Background: an optimization exercise with open tools, aiming at a short achievable clock period and few clock cycles. Do not read the settings as production practice.
No functional check of the RTL was part of this run.

==> design.v <==
module MUX#(parameter N = 1) (A,B,s,OUT);
	input[N - 1:0] A,B;
	input s;
	output[N - 1:0] OUT;
	assign OUT = (s)? B : A;
endmodule 
module SignExtend(A,B);
	input[15:0] A;
	output [31:0] B;
	assign B = { {16{A[15]}},A } ;
endmodule
module Reg(clk,rst,A,B);
	input clk,rst;
	input[31:0] A;
	output [31:0] B;
	reg[31:0] data;
	always @(posedge clk) begin
		if(rst)
			data <= 32'b0;
		else
			data <= A;
	end
	assign B = data;
endmodule
module RegisterFile#(parameter N = 1)(clk,ReadRegister1, ReadRegister2, WriteRegister, WriteData, RegWrite, ReadData1, ReadData2);
	input clk;
	input [4:0] ReadRegister1, ReadRegister2, WriteRegister;	
	input [31:0]WriteData;
	input RegWrite;
	output[31:0] ReadData1,ReadData2;
	reg [31:0] Mem [0:N-1];
	always@(posedge clk) begin
		if(RegWrite == 1'b1)
			Mem[WriteRegister] <= WriteData;
	end
	assign ReadData1 = Mem[ReadRegister1];
	assign ReadData2 = Mem[ReadRegister2];
endmodule
module ALU(clk, A, B, ALU, hi, lo, zero);
	input clk;
	input [31:0] A, B;
	input [3:0] ALU;
	output reg [31:0] hi, lo;
	output reg zero;
	reg[31:0] LO,HI;
	wire [63:0] prod = $signed(A) * $signed(B);
	wire [31:0] absA = A[31] ? -A : A;
	wire [31:0] absB = B[31] ? -B : B;
	wire [31:0] uq = absA / absB;
	wire [31:0] ur = absA % absB;
	wire [31:0] quot = (B == 32'b0) ? 32'hFFFFFFFF : ((A[31] ^ B[31]) ? -uq : uq);
	wire [31:0] rem  = (B == 32'b0) ? A : (A[31] ? -ur : ur);
	always @(posedge clk) begin
		case(ALU)
			4'b0001 : begin
				LO <= prod[31:0];
				HI <= prod[63:32];
			end
			4'b0011 : begin
				LO <= quot;
				HI <= rem;
			end
			default : ;
		endcase
	end
	always@(*)begin
		case(ALU)
			4'b0000 : begin
				lo = $signed(A) + $signed(B);
				hi = 32'b0;
				zero = ( {hi, lo}==64'b0 )?1:0;
			end
			4'b0010 : begin
				lo = $signed(A) - $signed(B);
				hi = 32'b0;
				zero = ({hi, lo}==64'b0)?1:0;
			end
			4'b0100 : begin
				lo = $signed(A) & $signed(B);
				hi = 32'b0;
				zero = ({hi, lo}==64'b0)?1:0;
			end
			4'b0101 : begin
				lo = $signed(A) | $signed(B);
				hi = 32'b0;
				zero = ({hi, lo}==64'b0)?1:0;
			end
			4'b0110 : begin
				lo = $signed(A) ^ $signed(B);
				hi = 32'b0;
				zero = ({hi, lo}==64'b0)?1:0;
			end
			4'b0111 : begin
				hi = 32'b0;
				lo = ($signed(A) < $signed(B))?32'b1 : 32'b0;
				zero = ({hi, lo}==64'b0)?1:0;
			end
			4'b1000 : begin
				hi = 32'b0;
				lo = 32'b0;
				zero = (A == B)?1:0;
			end
			4'b0001, 4'b0011, 4'b1001: begin 
				lo = LO;
				hi = HI;
				zero = ({HI, LO}==64'b0)?1:0;
			end
			default : {hi, lo, zero} = 65'b0;
		endcase
	end
endmodule
module Controller(Instruction, clk, 
	RegDst, RegWrite, AluSrc, MemRead, MemWrite, MemToReg, branch, LoOrHi, j, jr, jal, Lui, beqOrbne,
	LuiOrMf, AluControl);
	input [31:0] Instruction;
	input clk;
	output RegDst, RegWrite, AluSrc, MemRead, MemWrite, MemToReg, branch, LoOrHi, j, jr, jal, Lui, beqOrbne,
	LuiOrMf;
	output reg [3:0] AluControl;
	reg [13:0] OutSignals;
	always@(*)begin
		case(Instruction[31:26])
			6'b001000:begin 
				OutSignals=14'b01100000000000;
				AluControl = 4'b0;
			end
			6'b100000:begin 
				OutSignals=14'b11000000000000;
				AluControl = 4'b0;
			end
			6'b100010:begin 
				OutSignals=14'b11000000000000;
				AluControl = 4'b0010;
			end
			6'b100100:begin 
				OutSignals=14'b11000000000000;
				AluControl = 4'b0100;
			end
			6'b100101:begin 
				OutSignals=14'b11000000000000;
				AluControl = 4'b0101;
			end
			6'b100110:begin 
				OutSignals=14'b11000000000000;
				AluControl = 4'b0110;
			end
			6'b101010:begin 
				OutSignals=14'b11000000000000;
				AluControl = 4'b0111;
			end
			6'b001010:begin 
				OutSignals=14'b01100000000000;
				AluControl = 4'b0111;
			end
			6'b011000:begin 
				OutSignals=14'b0;
				AluControl = 4'b0001;
			end
			6'b011010:begin 
				OutSignals=14'b0;
				AluControl = 4'b0011;
			end
			6'b100011:begin 
				OutSignals=14'b01110100000000;
				AluControl = 4'b0;
			end
			6'b101011:begin 
				OutSignals=14'b00101000000000;
				AluControl = 4'b0;
			end
			6'b010000:begin 
				OutSignals=14'b01000000000001;
				AluControl = 4'b1001;
			end
			6'b010001:begin 
				OutSignals=14'b01000001000001;
				AluControl = 4'b1001;
			end
			6'b000010:begin 
				OutSignals=14'b00000000100000;
				AluControl = 4'b0;
			end
			6'b000011:begin 
				OutSignals=14'b01000000101000;
				AluControl = 4'b0;
			end
			6'b000111:begin 
				OutSignals=14'b00000000110000;
				AluControl = 4'b0;
			end
			6'b000100:begin 
				OutSignals=14'b00000010000010;
				AluControl = 4'b1000;
			end
			6'b000101:begin 
				OutSignals=14'b00000010000000;
				AluControl = 4'b1000;
			end
			6'b001111:begin 
				OutSignals=14'b01000000000101;
				AluControl = 4'b0;
			end
			default:begin
				OutSignals=14'b0;
				AluControl = 4'b0;
			end
		endcase
	end
	assign {RegDst,RegWrite,AluSrc,MemRead,MemWrite,MemToReg,branch,LoOrHi,j,jr,jal,Lui,beqOrbne,LuiOrMf} = OutSignals;
endmodule
module DataPath(clk,rst,Inst,InstAdd,
		ReadReg1,ReadReg2,ReadData1,ReadData2,RegDst,WriteReg,RegData,
		jal,branch,beqorne,jr,j,
		ALUSrc,ALUControl,
		MemAdd,MemData,MemReadData,MemtoReg,
		lui,loorhi,luiormf);
	input[31:0] Inst,ReadData1,ReadData2,MemReadData;
	input[3:0] ALUControl;
	input RegDst,jal,ALUSrc,MemtoReg,lui,loorhi,branch,beqorne,jr,j,luiormf,clk,rst;
	output[31:0] InstAdd,MemAdd,MemData,RegData;
	output [4:0] ReadReg1,ReadReg2,WriteReg;
	wire[31:0] jumpRegOrimm;
	wire[31:0] pcADD4,Extended,ALUB,ALUlo,ALUhi,lo,PC,LUIout,LO,newPC,toPC;
	wire[4:0] WReg,writeReg;
	wire ALUzero,PCSrc;
	Reg ProgramCounter(clk,rst,(newPC),PC);
	assign pcADD4 = PC + 4;
	assign ReadReg1 = Inst[25:21];
	assign ReadReg2 = Inst[20:16];
	assign MemAdd = (ALUlo);
	assign MemData = ReadData2;
	assign InstAdd = PC;
	MUX#(1) mux1((branch&~ALUzero),(branch&ALUzero),beqorne,PCSrc);
	MUX#(5) mux2(Inst[20:16],Inst[15:11],RegDst,WReg);
	MUX#(5) mux3(WReg,5'd31,jal,writeReg);
	MUX#(5) mux4(writeReg,Inst[25:21],luiormf,WriteReg);
	MUX#(32) mux5(ReadData2,Extended,ALUSrc,ALUB);
	MUX#(32) mux6(ALUlo,MemReadData,MemtoReg,lo);
	MUX#(32) mux7(lo,({Inst[15:0],16'b0}),lui,LUIout);
	MUX#(32) mux8(LUIout,ALUhi,loorhi,LO);
	MUX#(32) mux9(LO,pcADD4,jal,RegData);
	MUX#(32) mux10(pcADD4,(pcADD4 + {Extended[29:0],2'b0}),PCSrc,toPC);
	MUX#(32) mux12(toPC,jumpRegOrimm,j,newPC);
	MUX#(32) mux11({Extended[29:0],2'b0},{ReadData1[29:0],2'b0},jr,jumpRegOrimm);
	SignExtend SE(Inst[15:0],Extended);
	ALU alu(clk,ReadData1,ALUB,ALUControl,ALUhi,ALUlo,ALUzero);
endmodule
module MIPS(clk,rst,InstAdd,Inst,MemAdd,WriteData,MemRead,MemWrite,MemReadData);
	input clk,rst;
	input[31:0] Inst,MemReadData;
	output[31:0] InstAdd,MemAdd,WriteData;
	output MemRead,MemWrite;
	wire RegDst,RegWrite,MemtoReg,lui,loorhi,luiormf,ALUSrc,jal,branch,beqorne,jr,j;
	wire[3:0] ALUControl;
	wire[4:0] ReadRegister1, ReadRegister2, WriteRegister;
	wire[31:0]  ReadData1, ReadData2, RegData;
	Controller CU(Inst, clk, 
	RegDst, RegWrite, ALUSrc, MemRead, MemWrite, MemtoReg, branch, loorhi, j, jr, jal, lui, beqorne,
	luiormf, ALUControl);
	DataPath DP (clk,rst,Inst,InstAdd,
		    ReadRegister1, ReadRegister2, ReadData1, ReadData2, RegDst, WriteRegister, RegData,
		    jal,branch,beqorne,jr,j,		 
	      	    ALUSrc,ALUControl,			 
		    MemAdd,WriteData,MemReadData,MemtoReg, 	 
		    lui,loorhi,luiormf);	 
	RegisterFile#(32) RF(clk,ReadRegister1, ReadRegister2, WriteRegister, RegData, RegWrite, ReadData1, ReadData2);	
endmodule
==> run.sh <==
#!/bin/bash
# synth_recipe.tcl (not shown) runs the flow's synth.tcl, then flattens the netlist and writes it again
# the make line also repeats each setting of config.mk as NAME=value (left out here)
make -C /OpenROAD-flow-scripts/flow DESIGN_CONFIG=/design/flow/config.mk WORK_HOME=/design/flow/orfs CLKGATE_MAP_FILE= SYNTH_SCRIPT=/design/flow/synth_recipe.tcl finish
==> config.mk <==
export PLATFORM = sky130hd
export DESIGN_NAME = MIPS
export DESIGN_NICKNAME = MIPS
export VERILOG_FILES = /design/flow/design.v
export SDC_FILE = /design/flow/constraint.sdc
export NUM_CORES = 4
export LEC_CHECK = 0
export CAP_MARGIN = 20
export CORE_MARGIN = 2
export CORE_UTILIZATION = 40
export SLEW_MARGIN = 20
==> constraint.sdc <==
create_clock -name core_clock -period 115.0 [get_ports {clk}]
set_input_delay 23.0000 -clock core_clock [delete_from_list [all_inputs] [get_ports {clk}]]
set_output_delay 23.0000 -clock core_clock [all_outputs]
set_load 0.01 [all_outputs]
==> results.txt <==
run status complete, no violations; Synth Area in Adders 25.2%; largest net degree at the start of global routing 71; PortBufs 161; root buf cell clkbuf_16; top-count cell post-synth nand2_1; first-pass GRT wire length 811 mm; Core Footprint 318000 µm²; Synth Register Bits 1118; Req. time, crit path 115.57 ns; register area share after synthesis 26.0%; die width 570 µm; ANT nets after route 0; cell mode on critical path o21a_1; CP max stage delay 0.79 ns; Pins Over Slew Limit 0; Worst Setup End Kind flip-flop; warnings from Yosys 4; Post-layout nets 15600; R2R Setup Slk 26.91 ns; effective utilization at floorplan 40.2%; synth top area cells edfxtp_1 26%, fa_1 17%, ha_1 8.2%; worst reg-to-reg path cell count 428; worst-skew pair later-pin latency 0.85 ns; hold_buf cts 0; DR DRC count 0; WL per Instance 32.2 µm; number of synthesized flops with an enable pin 1088; via count 112000; slew margin rel. 11.0%; Post-synth ARST share 0%; crit path launch type input port; Finished Cell Area 145000 µm²; IO Pins 164; syn avg cell area 9.71 µm²; final setup margin 4.39 ns; vias per std cell 6.27; # clock sinks 1118; # rows 207; top-area cell type share of the netlist area 25.5%; Synth area leader edfxtp_1; worst reg2reg path endpoint DP.alu.LO[30]$_DFFE_PP_; H-tree levels 3; CTS Buf Count 116; Post-synth top cells 1468 x nand2_1, 1362 x inv_1, 1110 x nor2_1; DR iter-0 viols 13400; Worst Hold End DP.ProgramCounter.data[21]$_SDFF_PP0_; WS Path Type in -> reg; Worst Tran Pin Value 1.33 ns; initial antenna violation count 49; first drt pass iteration count 6; Hold Startpoint DP.ProgramCounter.data[21]$_SDFF_PP0_; CP max-delay cell or4_1; share of cells above drive strength 1 13.9%; Tmin final 110.61 ns; clock transition at the registers of the reported paths 0.08 ns; hpwl dp 434 mm; gr usage total 34.9%; routability cong. 1.07; Max Clk Rate 9.04 MHz; Crit path arrival time 111.18 ns; Max clock buf depth 3; Mapped Area 128000 µm²; pre-CTS setup slack -3.62 ns; die area 325000 µm²; CTS tree built; Max-Cap Viols 0; Post-Route WL 577 mm; post-route clock skew 0.130 ns; mux cell area share after synthesis 11.2%; number of global-route vias before repair 109000; Synth Area in Compound Gates 13.4%; Final Setup Violations 0; synth-to-layout area growth 12.9%; placed cell area 139000 µm²; prevailing post-synth register cell edfxtp_1; Distinct cells, synth 118; Synth Instances 13200; setup TNS 0 ns; gr ovfl total 0; Synth Area in XOR/XNOR 4.36%; fin crit share 96.2%; Synth Area in Simple Gates 13.4%; reg2reg start RF.Mem[15][9]$_DFFE_PP_; Hold Path Depth 3; Max FO, Critical Path 40; Die Y 570 µm; Hold Vio Cnt, Final 0; worst min-delay path class reg -> reg; main combinational cell family by area after synthesis adder cells
## sequential cells by signal (all words and copies together), names as in the netlist
register                count
RF.Mem                   1024
DP.alu.HI                  32
DP.alu.LO                  32
DP.ProgramCounter.data     30
## critical path: cells and delay by family
kind                     cells  cell delay [ns]
AO/OA/AOI/OAI              227            46.06
AND/OR/NAND/NOR            121            22.40
adder cells (fa/ha/maj)     32             9.62
buffers and inverters       43             7.38
multiplexers                 8             1.82
XOR/XNOR                     2             0.54
## worst max path at each step
| stage | startpoint | to | slack, ns | cells after the start |
|---|---|---|---|---|
| CTS | Inst[17] | DP.alu.LO[31]$_DFFE_PP_ | 0.04 | 429 |
| finish | Inst[16] | DP.alu.LO[30]$_DFFE_PP_ | 4.39 | 433 |
| detailed placement | Inst[17] | DP.alu.LO[31]$_DFFE_PP_ | -3.62 | 424 |
| global route | Inst[16] | DP.alu.HI[31]$_DFFE_PP_ | -0.16 | 448 |
| global placement | Inst[17] | DP.alu.LO[31]$_DFFE_PP_ | -2.52 | 424 |
| floorplan | Inst[17] | DP.alu.LO[31]$_DFFE_PP_ | 0.02 | 467 |
## routing by layer
metal  part of all wire, %  GRT usage (%)  vias up  routed length, µm
met4                   8.6           24.6       42              49800
li1                      -              -    47400                  -
met3                    10           7.23     1671              57600
met2                    44           53.4     6756             253000
met1                    37           44.0    56400             217000
met5                 0.051              0        -                293
## logic make-up after synthesis
logic type               after synthesis
buffers and inverters               2084
AO/OA/AOI/OAI                       2638
flip-flops                          1118
adder cells (fa/ha/maj)             1931
other                                  1
multiplexers                         959
XOR/XNOR                             637
AND/OR/NAND/NOR                     3824
## metrics by stage
step	instances	hold slack [ns]	util [%]
6_report	17900	0.840	45.4
5_1_grt	17900	0.881	45.4
4_1_cts	17800	0.810	44.9
3_5_place_dp	17600	0.790	43.6
3_3_place_gp	17600	0.794	43.6
2_1_floorplan	13200	0.714	-
## cell type report
type | count | area, µm²
Fill cell | 30300 | 174000
Clock buffer | 137 | 3000
Tap cell | 4180 | 5230
Sequential cell | 1118 | 33300
Inverter | 1406 | 5290
Timing Repair Buffer | 968 | 8270
Clock inverter | 78 | 810
Antenna cell | 32 | 80.1
Multi-Input combinational cell | 9993 | 88700
## repair_timing
| item | in CTS | in global routing |
|---|---|---|
| gates cloned | 1 | 5 |
| gates resized for setup | 33 | 237 |
| pin swaps | 4 | 39 |
| buffers inserted | 16 | 45 |
| setup endpoints to repair | 64 | 64 |
## placed cells by master (no fill, tap or decap), drive strengths merged, types with 269 or more instances in the layout
cell type	netlist	layout
a21oi	735	736
mux2i	506	506
inv	1383	1390
nand2	1468	1468
mux4	371	371
o21ai	493	493
xnor2	448	448
ha	844	844
edfxtp	1088	1088
buf	260	810
fa	1087	1087
nor2	1117	1117
nor3	269	269

==> separate check: timing with driven ports <==
The results above use ideal ports. As a check the final layout listed here was re-extracted and re-timed, cells and wires unchanged. Step 1 sets driving cells, clkbuf_16 on the clock port and buf_2 on the other inputs (assumed; they add their load-dependent delay and slew). Step 2, shift: input delay + t, output delay - t, t = (earliest + latest rising clock arrival at the registers) / 2. This alone moves slack from input paths to output paths. Three values: no drivers, after step 1, after step 2; two values: the first two.
shift t [ns]: 0.867
setup WS [ns]: 4.395 / 4.287 / 3.421
cell pins on the clock port's net: 1
After both steps this run still meets setup and hold. The setup slack of this run moves by -0.108 ns with the drivers and by -0.974 ns with both steps.
